From an optimization exercise on the open Yosys and OpenROAD flow, aimed at small area; shortcuts taken in it are not production practice.
In this exercise RTL edits were held to simulation tests only and were not proved equivalent to the original.
No driver is modelled on the clock port, so clocking that relies on it looks cheaper here than on a real chip.

==> v36 <==
==> flow/design.v (excerpt) <==
module pixel_generation(
    input clk,
    input reset,
    input video_on,
    input [9:0] x, y,
    input KEY_UP, KEY_DOWN, KEY_LEFT, KEY_RIGHT,
    output [11:0] rgb
    );
export LEC_CHECK = 0
export ABC_AREA = 1
export CAP_MARGIN = 20
export CORE_MARGIN = 2
export CORE_UTILIZATION = 65
export CTS_BUF_LIST = sky130_fd_sc_hd__clkbuf_8
export SLEW_MARGIN = 20
create_clock -name core_clock -period 10.0 [get_ports {clk}]
standard.sh (not shown) runs the stock make flow with config.mk's settings and CLKGATE_MAP_FILE= SYNTH_SCRIPT=/design/flow/synth_recipe.tcl, a recipe that flattens the netlist after the stock synthesis.
==> flow/flow/run.sh <==
#!/bin/bash
# Layout flow: the standard flow (standard.sh), except that
#  - synthesis maps the logic with an area-oriented ABC script (flow/area.abc)
#    instead of ORFS's delay-oriented one, and without extracting adder
#    cells first (flow/my_synth.tcl),
#  - the buffers synthesis puts on outputs that share a net, and the port
#    buffers, are sky130_fd_sc_hd__buf_1 cells.
# Registers, floorplan, power grid, placement, CTS and routing are the
# standard flow's. All tool output goes to flow_make.log and ORFS's logs.
set -euo pipefail
WORK=$(pwd)
sed "s|SYNTH_SCRIPT=[^ ]*|SYNTH_SCRIPT=$WORK/flow/my_synth.tcl 'BUFFER_PORTS_ARGS=-buffer_cell sky130_fd_sc_hd__buf_1' 'MIN_BUF_CELL_AND_PORTS=sky130_fd_sc_hd__buf_1 A X'|" standard.sh > my_standard.sh
grep -q "SYNTH_SCRIPT=$WORK/flow/my_synth.tcl" my_standard.sh
bash my_standard.sh > flow_make.log 2>&1
==> flow/flow/area.abc <==
strash; &get -n; &dch; &nf -R 1000 -p -F 10 -A 6 -C 32; &put; topo
==> flow/flow/my_synth.tcl <==
proc synth {args} { yosys synth -nofsm -noshare {*}$args }
# area-oriented mapping: same synthesis, own ABC script
set ::my_abc_script [file join [file dirname [file normalize [info script]]] area.abc]
proc abc {args} {
  set i [lsearch -exact $args -script]
  if {$i >= 0} { set args [lreplace $args $i [expr {$i + 1}] -script $::my_abc_script] }
  yosys abc {*}$args
}
# no adder extraction: ABC maps the adders' gates with the rest of the logic
proc extract_fa {args} { }
source $::env(SCRIPTS_DIR)/synth.tcl
# left out here: clear keep_hierarchy, flatten, clean up, hide names made inside functions, write 1_2_yosys.v
==> inputs of v28, as changes to v36 <==
--- a/flow/flow/run.sh
+++ b/flow/flow/run.sh
@@ -6,3 +6,5 @@
 #  - the buffers synthesis puts on outputs that share a net, and the port
-#    buffers, are sky130_fd_sc_hd__buf_1 cells.
+#    buffers, are sky130_fd_sc_hd__buf_1 cells, and
+#  - clock tree synthesis uses sky130_fd_sc_hd__clkbuf_8 and adds no dummy
+#    loads (CTS_ARGS; otherwise ORFS's own clock_tree_synthesis arguments).
 # Registers, floorplan, power grid, placement, CTS and routing are the
@@ -11,3 +13,3 @@
 WORK=$(pwd)
-sed "s|SYNTH_SCRIPT=[^ ]*|SYNTH_SCRIPT=$WORK/flow/my_synth.tcl 'BUFFER_PORTS_ARGS=-buffer_cell sky130_fd_sc_hd__buf_1' 'MIN_BUF_CELL_AND_PORTS=sky130_fd_sc_hd__buf_1 A X'|" standard.sh > my_standard.sh
+sed "s|SYNTH_SCRIPT=[^ ]*|SYNTH_SCRIPT=$WORK/flow/my_synth.tcl 'BUFFER_PORTS_ARGS=-buffer_cell sky130_fd_sc_hd__buf_1' 'MIN_BUF_CELL_AND_PORTS=sky130_fd_sc_hd__buf_1 A X' 'CTS_ARGS=-sink_clustering_enable -repair_clock_nets -buf_list sky130_fd_sc_hd__clkbuf_8 -sink_clustering_size 30 -dont_use_dummy_load'|" standard.sh > my_standard.sh
 grep -q "SYNTH_SCRIPT=$WORK/flow/my_synth.tcl" my_standard.sh
CORE_UTILIZATION = 70   (was 65)
==> inputs of v35, as changes to v36 <==
CORE_UTILIZATION = 72   (was 65)
==> results.txt <==
Between v35 and v28, the lower maximum frequency is in v28 (gap about 5%, measured against v28).
Between v28 and v35, the lower first-iteration DRC count is in v35 (gap 22%, measured against v35).
Against v28, the non-clock buffer count of v36 is higher by 2.
Wire length, highest first: v28, v36, v35.
In sequential cell count, v35 and v28 do not differ.

==> re-timing with driven ports <==
The flow's constraints put no driver on any port. The routed layouts listed below were extracted and timed again, unchanged, in two steps.
Step 1, drivers: a clkbuf_16 drives clk and a buf_2 each remaining input, both assumed.
Step 2 also shifts input and output timing later by t, the mid clock arrival at the registers, as if the neighbouring blocks saw the same clock.
a / b / c = ideal / step 1 / step 2; a / b = the first two.
run	shift t [ns]	setup WS [ns]	worst slew at a driven data input, ns	cell pins on the clock port's net
v36	0.309	0.657 / 0.657 / 0.657	0.03	1
v28	0.302	0.559 / 0.559 / 0.559	0.04	1
v35	0.304	1.031 / 1.031 / 1.031	0.04	1
After both steps every run listed still meets setup and hold.
